Background: an optimization exercise with open tools, aiming at small area and a short achievable clock period. Do not read the settings as production practice.
In this exercise RTL edits were held to simulation tests only and were not proved equivalent to the original.
Power is estimated from default activity; no workload was simulated.

==> job 5843 <==
## systolic_array
module systolic_array (
    input  wire         clk,
    input  wire         rst_n,
    input  wire [47:0]  act_flat,
    input  wire [47:0]  wei_flat,
    input  wire         pipeline_en,
    input  wire         reg_clear,
    input  wire         cell_en,
    input  wire         cscan_en,
    input  wire [1:0]   Thres,
    output wire         cell_out,
    output wire [431:0] MAC_out_flat
);
clock: 7.5 ns
lec_check: 0
cap_margin: 20
core_margin: 2
core_utilization: 45
place_density: 0.6
slew_margin: 20
run.sh (not shown) runs the stock make flow with config.mk's settings and CLKGATE_MAP_FILE= SYNTH_SCRIPT=/design/flow/synth_recipe.tcl, a recipe that flattens the netlist after the stock synthesis.
==> job 4954: changes against job 5843 <==
Settings changed: ABC_CLOCK_PERIOD_IN_PS set to 3000, SETUP_SLACK_MARGIN set to 4.3.
==> results.txt <==
|  | job 5843 | job 4954 |
|---|---|---|
| Met3 usage in global routing | 0.0375 | 0.0627 |
| Power per standard cell area | 190 mW/mm^2 | 176 mW/mm^2 |
| Result of the run | no timing/DRC/antenna violations | no timing/DRC/antenna violations |
| Vias in the first global route | 108k | 121k |
| Post-route met1 wirelength | 191,000 um | 204,000 um |
| Fin Hold WS | 0.515 ns | 0.516 ns |
| Multi-input gate share of total cell area | 0.541 | 0.516 |
| Cell-internal power | 20.2 mW | 21.9 mW |
| Seq. cell area | 0.0476 mm^2 | 0.0476 mm^2 |
| First-pass GRT wire length | 664,000 um | 740,000 um |
| Crit-path max FO | 5 | 3 |
| Total number of nets in the final design | 17.0k | 18.8k |
| Combined global-route utilization of all metal layers | 0.266 | 0.298 |
| Drt first-iter violations | 11.9k | 15.5k |
| Start point of the worst hold path | g_row[1].g_col[2].pe.mac[43] | g_row[0].g_col[0].pe.buf_q[12] |
| Clock network power | 10.5 mW | 10.3 mW |
| Detailed placement HPWL | 303,000 um | 299,000 um |
| Ratio of cells with drive above 1 in the final layout | 0.0548 | 0.290 |

==> inputs of 06-20 <==
Another version of the RTL of systolic_array (not shown whole).
export LEC_CHECK = 0
export CAP_MARGIN = 20
export CORE_MARGIN = 2
export CORE_UTILIZATION = 45
export PLACE_DENSITY = 0.6
export SETUP_SLACK_MARGIN = 4.2
export SLEW_MARGIN = 20
create_clock -name core_clock -period 7.5 [get_ports {clk}]
==> inputs of 06-24, as changes to 06-20 <==
--- a/flow/design.v
+++ b/flow/design.v
@@ -16,17 +16,18 @@
     assign Zero = ~|A | ~|B | neg;
 endmodule
 module booth_mul_cs (
     input  wire [15:0] a,
     input  wire [7:0]  bone,    
     input  wire [7:0]  btwo,    
     input  wire [7:0]  bneg,    
     output wire [31:0] r0,
-    output wire [31:0] r1
+    output wire [31:0] r1,
+    output wire [31:0] r2
 );
     wire one0 = bone[0];
     wire two0 = btwo[0];
     wire neg0 = bneg[0];
     wire nz0 = one0 | two0;
     wire pp0_0 = ((one0 & a[0]) | (two0 & 1'b0)) ^ neg0;
     wire pp0_1 = ((one0 & a[1]) | (two0 & a[0])) ^ neg0;
     wire pp0_2 = ((one0 & a[2]) | (two0 & a[1])) ^ neg0;
@@ -374,76 +375,19 @@
     wire s86 = pp5_15_n ^ k61 ^ k62;
     wire k86 = (pp5_15_n & k61) | (pp5_15_n & k62) | (k61 & k62);
     wire s87 = pp7_12 ^ pp5_15 ^ k63;
     wire k87 = (pp7_12 & pp5_15) | (pp7_12 & k63) | (pp5_15 & k63);
     wire s88 = pp7_13 ^ pp6_15_n;
     wire k88 = pp7_13 & pp6_15_n;
     wire s89 = pp6_16 ^ pp7_14;
     wire k89 = pp6_16 & pp7_14;
-    wire s90 = neg1 ^ pp0_2;
-    wire k90 = neg1 & pp0_2;
-    wire s91 = pp0_3 ^ pp1_1;
-    wire k91 = pp0_3 & pp1_1;
-    wire s92 = pp1_2 ^ pp2_0 ^ s65;
-    wire k92 = (pp1_2 & pp2_0) | (pp1_2 & s65) | (pp2_0 & s65);
-    wire s93 = pp2_1 ^ k65 ^ s66;
-    wire k93 = (pp2_1 & k65) | (pp2_1 & s66) | (k65 & s66);
-    wire s94 = k66 ^ s67 ^ s27;
-    wire k94 = (k66 & s67) | (k66 & s27) | (s67 & s27);
-    wire s95 = k67 ^ s28 ^ s68;
-    wire k95 = (k67 & s28) | (k67 & s68) | (s28 & s68);
-    wire s96 = s30 ^ k68 ^ s69;
-    wire k96 = (s30 & k68) | (s30 & s69) | (k68 & s69);
-    wire s97 = s32 ^ k69 ^ s70;
-    wire k97 = (s32 & k69) | (s32 & s70) | (k69 & s70);
-    wire s98 = k70 ^ s71 ^ s34;
-    wire k98 = (k70 & s71) | (k70 & s34) | (s71 & s34);
-    wire s99 = k71 ^ s36 ^ s72;
-    wire k99 = (k71 & s36) | (k71 & s72) | (s36 & s72);
-    wire s100 = s38 ^ k72 ^ s73;
-    wire k100 = (s38 & k72) | (s38 & s73) | (k72 & s73);
-    wire s101 = s40 ^ k73 ^ s74;
-    wire k101 = (s40 & k73) | (s40 & s74) | (k73 & s74);
-    wire s102 = s42 ^ k74 ^ s75;
-    wire k102 = (s42 & k74) | (s42 & s75) | (k74 & s75);
-    wire s103 = s44 ^ k75 ^ s76;
-    wire k103 = (s44 & k75) | (s44 & s76) | (k75 & s76);
-    wire s104 = s46 ^ k76 ^ s77;
-    wire k104 = (s46 & k76) | (s46 & s77) | (k76 & s77);
-    wire s105 = s48 ^ k77 ^ s78;
-    wire k105 = (s48 & k77) | (s48 & s78) | (k77 & s78);
-    wire s106 = s50 ^ k78 ^ s79;
-    wire k106 = (s50 & k78) | (s50 & s79) | (k78 & s79);
-    wire s107 = s52 ^ k79 ^ s80;
-    wire k107 = (s52 & k79) | (s52 & s80) | (k79 & s80);
-    wire s108 = s54 ^ k80 ^ s81;
-    wire k108 = (s54 & k80) | (s54 & s81) | (k80 & s81);
-    wire s109 = s56 ^ k81 ^ s82;
-    wire k109 = (s56 & k81) | (s56 & s82) | (k81 & s82);
-    wire s110 = s58 ^ k82 ^ s83;
-    wire k110 = (s58 & k82) | (s58 & s83) | (k82 & s83);
-    wire s111 = s60 ^ k83 ^ s84;
-    wire k111 = (s60 & k83) | (s60 & s84) | (k83 & s84);
-    wire s112 = k60 ^ s85 ^ k84;
-    wire k112 = (k60 & s85) | (k60 & k84) | (s85 & k84);
-    wire s113 = s63 ^ k85 ^ s86;
-    wire k113 = (s63 & k85) | (s63 & s86) | (k85 & s86);
-    wire s114 = s64 ^ k86 ^ s87;
-    wire k114 = (s64 & k86) | (s64 & s87) | (k86 & s87);
-    wire s115 = k64 ^ s88 ^ k87;
-    wire k115 = (k64 & s88) | (k64 & k87) | (s88 & k87);
-    wire s116 = pp6_15 ^ k88 ^ s89;
-    wire k116 = (pp6_15 & k88) | (pp6_15 & s89) | (k88 & s89);
-    wire s117 = pp7_15_n ^ k89;
-    wire k117 = pp7_15_n & k89;
-    wire s118 = pp7_16 ^ pp7_15;
-    wire k118 = pp7_16 & pp7_15;
-    assign r0 = {k118, s118, k116, s116, k114, k113, s113, k111, k110, k109, k108, k107, k106, k105, k104, k103, k102, k101, k100, k99, k98, k97, k96, k95, k94, k93, k92, k91, k90, pp1_0, pp0_1, neg0};
-    assign r1 = {1'b0, k117, s117, k115, s115, s114, k112, s112, s111, s110, s109, s108, s107, s106, s105, s104, s103, s102, s101, s100, s99, s98, s97, s96, s95, s94, s93, s92, s91, s90, 1'b0, pp0_0};
+    assign r0 = {1'b0, pp7_16, pp7_15_n, pp6_15, k64, s64, s63, k60, s60, s58, s56, s54, s52, s50, s48, s46, s44, s42, s40, s38, k71, k70, s32, s30, k67, k66, pp2_1, pp1_2, pp0_3, neg1, pp0_1, neg0};
+    assign r1 = {1'b0, pp7_15, k89, k88, s88, k86, k85, s85, k83, k82, k81, k80, k79, k78, k77, k76, k75, k74, k73, k72, s36, s71, k69, k68, s28, s67, k65, pp2_0, pp1_1, pp0_2, 1'b0, pp0_0};
+    assign r2 = {1'b0, 1'b0, 1'b0, s89, k87, s87, s86, k84, s84, s83, s82, s81, s80, s79, s78, s77, s76, s75, s74, s73, s72, s34, s70, s69, s68, s27, s66, s65, 1'b0, pp1_0, 1'b0, 1'b0};
 endmodule
 module processing_element_os (
     input  wire        clk,
     input  wire        rst_n,
     input  wire [15:0] a_in,
     input  wire [23:0] w_in,       
     input  wire        step,       
     input  wire        clr,        
@@ -451,17 +395,17 @@
     input  wire        valid1,     
     input  wire        aval,       
     input  wire        wval,       
     input  wire [1:0]  thr,        
     output reg  [15:0] act,
     output reg  [23:0] wei,
     output reg  [47:0] buf_q
 );
-    reg  [31:0] q0, q1;
+    reg  [31:0] q0, q1, q2;
     reg         zf;
     reg  [47:0] mac;
     reg  [5:1] k;       
     wire [7:0] one = wei[7:0];
     wire [7:0] two = wei[15:8];
     wire [7:0] neg = wei[23:16];
     wire [15:0] wdec;
     genvar i;
@@ -470,33 +414,36 @@
             assign wdec[2*i+1] = neg[i];
             if (i == 0) begin : g0
                 assign wdec[0] = one[0];
             end else begin : gi
                 assign wdec[2*i] = one[i] ^ neg[i-1];
             end
         end
     endgenerate
-    wire [31:0] r0, r1;
-    booth_mul_cs m0 (.a(act), .bone(one), .btwo(two), .bneg(neg), .r0(r0), .r1(r1));
+    wire [31:0] r0, r1, r2;
+    booth_mul_cs m0 (.a(act), .bone(one), .btwo(two), .bneg(neg), .r0(r0), .r1(r1), .r2(r2));
     wire zero;
     Zero_detection zd0 (.A(act), .B(wdec), .Thres(thr), .Zero(zero));
     always @(posedge clk) begin
         if (step) begin
             act <= a_in;
             wei <= w_in;
             q0 <= r0;
             q1 <= r1;
+            q2 <= r2;
             zf  <= zero | ~aval | ~wval;
         end
     end
     wire [31:0] m32 = mac[31:0];
-    wire [31:0] x  = m32 ^ q0 ^ q1;
-    wire [32:0] y  = {(m32 & q0) | (m32 & q1) | (q0 & q1), 1'b0};
-    wire [1:0]  t  = y[32] + x[31];
+    wire [31:0] x1 = m32 ^ q0 ^ q1;
+    wire [32:0] y1 = {(m32 & q0) | (m32 & q1) | (q0 & q1), 1'b0};
+    wire [31:0] x  = x1 ^ y1[31:0] ^ q2;
+    wire [32:0] y  = {(x1 & y1[31:0]) | (x1 & q2) | (y1[31:0] & q2), 1'b0};
+    wire [1:0]  t  = y1[32] + y[32] + x[31];
     wire [2:0]  d  = {1'b0, t} - 3'd1;     
     wire [47:0] opa = {mac[47:32], ~x[31], x[30:0]};
     wire [47:0] opb = {{13{d[2]}}, d, y[31:0]};
     wire [8:0] sg0 = opa[7:0] + opb[7:0] + 1'b0;
     wire [8:0] sg1 = opa[15:8] + opb[15:8] + k[1];
     wire [8:0] sg2 = opa[23:16] + opb[23:16] + k[2];
     wire [8:0] sg3 = opa[31:24] + opb[31:24] + k[3];
     wire [8:0] sg4 = opa[39:32] + opb[39:32] + k[4];
==> summary.md <==
| Metric | Value |
|---|---|
| Outcome | `finished clean` |
| FF+latch count, synth | `about 1900` |
| CP max FO | `4` |
| Largest net degree at the start of global routing | `154` |
| Initial drt markers | `~10000` |
| Syn Inst Count | `13001` |
| Rows | `204` |
| Routed wl met2 | `approximately 190000 microns` |
| Clock buffer count | `about 300` |
-- figures above: 06-20

==> summary.md <==
| Metric | Value |
|---|---|
| FF+latch count, synth | `2081` |
| Syn Inst Count | `about 13000` |
| Routed wl met2 | `195700 microns` |
| Largest net degree at the start of global routing | `234` |
| CP max FO | `2` |
| Clock buffer count | `approximately 330` |
| Outcome | `finished clean` |
| Initial drt markers | `~9500` |
-- figures above: 06-24


==> job 4223 <==
Another version of the RTL of systolic_array (not shown whole).
==> module processing_element_os, before the edit <==
module processing_element_os (
    input  wire        clk,
    input  wire        rst_n,
    input  wire [15:0] a_in,
    input  wire [23:0] w_in,       
    input  wire        step,       
    input  wire        clr,        
    input  wire        bclr,       
    input  wire        valid1,     
    input  wire        aval,       
    input  wire        wval,       
    input  wire [1:0]  thr,        
    output reg  [15:0] act,
    output reg  [23:0] wei,
    output reg  [47:0] buf_q
);
    reg  [31:0] q0, q1, q2;
    reg         zf;
    reg  [23:0] mh;
    reg  [23:0] ml;
    reg         k;
    wire [7:0] one = wei[7:0];
    wire [7:0] two = wei[15:8];
    wire [7:0] neg = wei[23:16];
    wire [15:0] wdec;
    genvar i;
    generate
        for (i = 0; i < 8; i = i + 1) begin : g_dec
            assign wdec[2*i+1] = neg[i];
            if (i == 0) begin : g0
                assign wdec[0] = one[0];
            end else begin : gi
                assign wdec[2*i] = one[i] ^ neg[i-1];
            end
        end
    endgenerate
    wire [31:0] r0, r1, r2;
    booth_mul_cs m0 (.a(act), .bone(one), .btwo(two), .bneg(neg), .r0(r0), .r1(r1), .r2(r2));
    wire zero;
    Zero_detection zd0 (.A(act), .B(wdec), .Thres(thr), .Zero(zero));
    always @(posedge clk) begin
        if (step) begin
            act <= a_in;
            wei <= w_in;
            q0 <= r0;
            q1 <= r1;
            q2 <= r2;
            zf  <= zero | ~aval | ~wval;
        end
    end
    wire [31:0] m32 = {mh[7:0], ml};
    wire [31:0] x1 = m32 ^ q0 ^ q1;
    wire [32:0] y1 = {(m32 & q0) | (m32 & q1) | (q0 & q1), 1'b0};
    wire [31:0] x  = x1 ^ y1[31:0] ^ q2;
    wire [32:0] y  = {(x1 & y1[31:0]) | (x1 & q2) | (y1[31:0] & q2), 1'b0};
    wire [1:0]  t  = y1[32] + y[32] + x[31];
    wire [2:0]  d  = {1'b0, t} - 3'd1;     
    wire [47:0] opa = {mh[23:8], ~x[31], x[30:0]};
    wire [47:0] opb = {{13{d[2]}}, d, y[31:0]};
    wire [24:0] lo = opa[23:0] + opb[23:0];
    wire [23:0] hi = opa[47:24] + opb[47:24] + k;
    always @(posedge clk or negedge rst_n) begin
        if (!rst_n) begin
            ml <= 24'd0;
            mh <= 24'd0;
            k  <= 1'b0;
        end else if (clr) begin
            ml <= 24'd0;
            mh <= 24'd0;
            k  <= 1'b0;
        end else if (step & valid1 & ~zf) begin
            ml <= lo[23:0];
            mh <= hi;
            k  <= lo[24];
        end
    end
    always @(posedge clk or negedge rst_n) begin
        if (!rst_n)
            buf_q <= 48'd0;
        else if (bclr)
            buf_q <= 48'd0;
        else if (step & valid1)
            buf_q <= {mh + k, ml};
    end
endmodule
Settings: LEC_CHECK=0, CAP_MARGIN=20, CORE_MARGIN=2, CORE_UTILIZATION=45, PLACE_DENSITY=0.6, SETUP_SLACK_MARGIN=4.4, SLEW_MARGIN=20, TNS_END_PERCENT=10; clock period 7.5 ns.
==> job 9126 (differences from job 4223) <==
--- a/flow/design.v
+++ b/flow/design.v
@@ -404,5 +404,4 @@
     reg         zf;
-    reg  [23:0] mh;
-    reg  [23:0] ml;
-    reg         k;
+    reg  [47:0] mac;
+    reg  [7:1] k;       
     wire [7:0] one = wei[7:0];
@@ -436,3 +435,3 @@
     end
-    wire [31:0] m32 = {mh[7:0], ml};
+    wire [31:0] m32 = mac[31:0];
     wire [31:0] x1 = m32 ^ q0 ^ q1;
@@ -443,19 +442,44 @@
     wire [2:0]  d  = {1'b0, t} - 3'd1;     
-    wire [47:0] opa = {mh[23:8], ~x[31], x[30:0]};
+    wire [47:0] opa = {mac[47:32], ~x[31], x[30:0]};
     wire [47:0] opb = {{13{d[2]}}, d, y[31:0]};
-    wire [24:0] lo = opa[23:0] + opb[23:0];
-    wire [23:0] hi = opa[47:24] + opb[47:24] + k;
+    wire [6:0] sg0 = opa[5:0] + opb[5:0];
+    wire [7:0] sx1 = {opa[11:6], 1'b1} + {opb[11:6], k[1]};
+    wire [6:0] sg1 = sx1[7:1];
+    wire [7:0] sx2 = {opa[17:12], 1'b1} + {opb[17:12], k[2]};
+    wire [6:0] sg2 = sx2[7:1];
+    wire [7:0] sx3 = {opa[23:18], 1'b1} + {opb[23:18], k[3]};
+    wire [6:0] sg3 = sx3[7:1];
+    wire [7:0] sx4 = {opa[29:24], 1'b1} + {opb[29:24], k[4]};
+    wire [6:0] sg4 = sx4[7:1];
+    wire [7:0] sx5 = {opa[35:30], 1'b1} + {opb[35:30], k[5]};
+    wire [6:0] sg5 = sx5[7:1];
+    wire [7:0] sx6 = {opa[41:36], 1'b1} + {opb[41:36], k[6]};
+    wire [6:0] sg6 = sx6[7:1];
+    wire [7:0] sx7 = {opa[47:42], 1'b1} + {opb[47:42], k[7]};
+    wire [6:0] sg7 = sx7[7:1];
+    wire [47:0] kpend = (48'd1 << 6) & {48{k[1]}} | (48'd1 << 12) & {48{k[2]}} | (48'd1 << 18) & {48{k[3]}} | (48'd1 << 24) & {48{k[4]}} | (48'd1 << 30) & {48{k[5]}} | (48'd1 << 36) & {48{k[6]}} | (48'd1 << 42) & {48{k[7]}};
+    wire [47:0] macv  = mac + kpend;
     always @(posedge clk or negedge rst_n) begin
         if (!rst_n) begin
-            ml <= 24'd0;
-            mh <= 24'd0;
-            k  <= 1'b0;
+            mac <= 48'd0;
+            k   <= 7'd0;
         end else if (clr) begin
-            ml <= 24'd0;
-            mh <= 24'd0;
-            k  <= 1'b0;
+            mac <= 48'd0;
+            k   <= 7'd0;
         end else if (step & valid1 & ~zf) begin
-            ml <= lo[23:0];
-            mh <= hi;
-            k  <= lo[24];
+            mac[5:0] <= sg0[5:0];
+            k[1] <= sg0[6];
+            mac[11:6] <= sg1[5:0];
+            k[2] <= sg1[6];
+            mac[17:12] <= sg2[5:0];
+            k[3] <= sg2[6];
+            mac[23:18] <= sg3[5:0];
+            k[4] <= sg3[6];
+            mac[29:24] <= sg4[5:0];
+            k[5] <= sg4[6];
+            mac[35:30] <= sg5[5:0];
+            k[6] <= sg5[6];
+            mac[41:36] <= sg6[5:0];
+            k[7] <= sg6[6];
+            mac[47:42] <= sg7[5:0];
         end
@@ -468,3 +492,3 @@
         else if (step & valid1)
-            buf_q <= {mh + k, ml};
+            buf_q <= macv;
     end
- CTS_CLUSTER_DIAMETER: not set -> 60
- CTS_CLUSTER_SIZE: not set -> 30
- TNS_END_PERCENT: 10 -> not set
==> job 3675 (differences from job 4223) <==
--- a/flow/design.v
+++ b/flow/design.v
@@ -404,5 +404,4 @@
     reg         zf;
-    reg  [23:0] mh;
-    reg  [23:0] ml;
-    reg         k;
+    reg  [47:0] mac;
+    reg  [7:1] k;       
     wire [7:0] one = wei[7:0];
@@ -436,3 +435,3 @@
     end
-    wire [31:0] m32 = {mh[7:0], ml};
+    wire [31:0] m32 = mac[31:0];
     wire [31:0] x1 = m32 ^ q0 ^ q1;
@@ -443,19 +442,44 @@
     wire [2:0]  d  = {1'b0, t} - 3'd1;     
-    wire [47:0] opa = {mh[23:8], ~x[31], x[30:0]};
+    wire [47:0] opa = {mac[47:32], ~x[31], x[30:0]};
     wire [47:0] opb = {{13{d[2]}}, d, y[31:0]};
-    wire [24:0] lo = opa[23:0] + opb[23:0];
-    wire [23:0] hi = opa[47:24] + opb[47:24] + k;
+    wire [6:0] sg0 = opa[5:0] + opb[5:0];
+    wire [7:0] sx1 = {opa[11:6], 1'b1} + {opb[11:6], k[1]};
+    wire [6:0] sg1 = sx1[7:1];
+    wire [7:0] sx2 = {opa[17:12], 1'b1} + {opb[17:12], k[2]};
+    wire [6:0] sg2 = sx2[7:1];
+    wire [7:0] sx3 = {opa[23:18], 1'b1} + {opb[23:18], k[3]};
+    wire [6:0] sg3 = sx3[7:1];
+    wire [7:0] sx4 = {opa[29:24], 1'b1} + {opb[29:24], k[4]};
+    wire [6:0] sg4 = sx4[7:1];
+    wire [7:0] sx5 = {opa[35:30], 1'b1} + {opb[35:30], k[5]};
+    wire [6:0] sg5 = sx5[7:1];
+    wire [7:0] sx6 = {opa[41:36], 1'b1} + {opb[41:36], k[6]};
+    wire [6:0] sg6 = sx6[7:1];
+    wire [7:0] sx7 = {opa[47:42], 1'b1} + {opb[47:42], k[7]};
+    wire [6:0] sg7 = sx7[7:1];
+    wire [47:0] kpend = (48'd1 << 6) & {48{k[1]}} | (48'd1 << 12) & {48{k[2]}} | (48'd1 << 18) & {48{k[3]}} | (48'd1 << 24) & {48{k[4]}} | (48'd1 << 30) & {48{k[5]}} | (48'd1 << 36) & {48{k[6]}} | (48'd1 << 42) & {48{k[7]}};
+    wire [47:0] macv  = mac + kpend;
     always @(posedge clk or negedge rst_n) begin
         if (!rst_n) begin
-            ml <= 24'd0;
-            mh <= 24'd0;
-            k  <= 1'b0;
+            mac <= 48'd0;
+            k   <= 7'd0;
         end else if (clr) begin
-            ml <= 24'd0;
-            mh <= 24'd0;
-            k  <= 1'b0;
+            mac <= 48'd0;
+            k   <= 7'd0;
         end else if (step & valid1 & ~zf) begin
-            ml <= lo[23:0];
-            mh <= hi;
-            k  <= lo[24];
+            mac[5:0] <= sg0[5:0];
+            k[1] <= sg0[6];
+            mac[11:6] <= sg1[5:0];
+            k[2] <= sg1[6];
+            mac[17:12] <= sg2[5:0];
+            k[3] <= sg2[6];
+            mac[23:18] <= sg3[5:0];
+            k[4] <= sg3[6];
+            mac[29:24] <= sg4[5:0];
+            k[5] <= sg4[6];
+            mac[35:30] <= sg5[5:0];
+            k[6] <= sg5[6];
+            mac[41:36] <= sg6[5:0];
+            k[7] <= sg6[6];
+            mac[47:42] <= sg7[5:0];
         end
@@ -468,3 +492,3 @@
         else if (step & valid1)
-            buf_q <= {mh + k, ml};
+            buf_q <= macv;
     end
- CTS_CLUSTER_DIAMETER: not set -> 80
- CTS_CLUSTER_SIZE: not set -> 30
- SETUP_SLACK_MARGIN: 4.4 -> 4.3
- TNS_END_PERCENT: 10 -> not set
==> qor summary <==
| metric | job 3675 | job 9126 | job 4223 |
|---|---|---|---|
| Share of synthesized registers carrying an async set or reset | 44.8% | 44.8% | 43.4% |
| Complex-gate fraction of the synthesized area | 14.2% | 14.2% | 14.4% |
| Non-Clock Buffer Count | 1269 | 1559 | 1197 |
| Final Core Density | 51.5% | 52.9% | 53.0% |
| Power after layout | 0.0289 W | 0.0319 W | 0.0345 W |
| Result of the run | no timing/DRC/antenna violations | no timing/DRC/antenna violations | no timing/DRC/antenna violations |
| Count leader, synth | sky130_fd_sc_hd__fa_1 | sky130_fd_sc_hd__fa_1 | sky130_fd_sc_hd__inv_1 |
| Metal-1 WL | 183000 um | 183000 um | 189000 um |
| Sequential share of cell area | 35.7% | 34.8% | 33.5% |
| Die height | 568 um | 568 um | 572 um |
| Die width | 568 um | 568 um | 572 um |
| Worst slack after detailed placement | 1.81 ns | 1.81 ns | 1.86 ns |
| Number of logic stages on the critical path including buffering | 6 | 8 | 15 |
| Non-clock inverter instance count of the final layout | 888 | 888 | 1606 |
| Final routed wire length divided by cell count | 25.0 um | 24.6 um | 23.3 um |
| Non-clock buffering overhead | 7.60% | 8.46% | 6.53% |
| Post-route non-filler standard cell count | 17500 | 17900 | 18700 |
| Reg area | 58400 sq um | 58400 sq um | 57000 sq um |

separate check: timing with driven ports:
The flow's constraints put no driver on any port. The routed layouts listed below were extracted and timed again, unchanged, in two steps. Step 1 (the two cells are an assumption about what drives the block):
set clk [get_ports {clk}]
set_driving_cell -lib_cell sky130_fd_sc_hd__clkbuf_16 $clk
set_driving_cell -lib_cell sky130_fd_sc_hd__buf_2 [delete_from_list [all_inputs] $clk]
Step 2, shift: input delay + t, output delay - t, t = (earliest + latest rising clock arrival at the registers) / 2. This alone moves slack from input paths to output paths. Slacks: ideal / step 1 / step 2; pairs: ideal / step 1.
run | t, ns | setup WS [ns] | hold slack, ns | latest minus earliest clock arrival (ns) | worst register clock-pin slew, ns
job 5843 | 0.989 | 2.734 / 2.734 / 2.078 | 0.515 / 0.515 / 0.515 | 0.074 / 0.075 | 0.08 / 0.08
job 4954 | 1.015 | 3.470 / 3.470 / 3.130 | 0.516 / 0.505 / 0.516 | 0.073 / 0.074 | 0.08 / 0.08
06-20 | 0.994 | 4.138 / 4.135 / 3.313 | 0.500 / 0.500 / 0.500 | 0.062 / 0.062 | 0.07 / 0.07
06-24 | 1.022 | 4.191 / 4.116 / 3.221 | 0.485 / 0.485 / 0.485 | 0.084 / 0.085 | 0.07 / 0.07
job 4223 | 1.014 | 3.246 / 3.246 / 2.895 | 0.462 / 0.462 / 0.462 | 0.075 / 0.075 | 0.07 / 0.07
job 9126 | 1.008 | 4.383 / 4.308 / 3.379 | 0.516 / 0.512 / 0.516 | 0.072 / 0.073 | 0.09 / 0.09
job 3675 | 0.985 | 4.316 / 4.216 / 3.302 | 0.519 / 0.519 / 0.519 | 0.080 / 0.080 | 0.12 / 0.12
After both steps every run listed still meets setup and hold. For job 3675, which loses most, drivers alone change the setup slack by -0.100 ns; drivers and shift together by -1.014 ns.
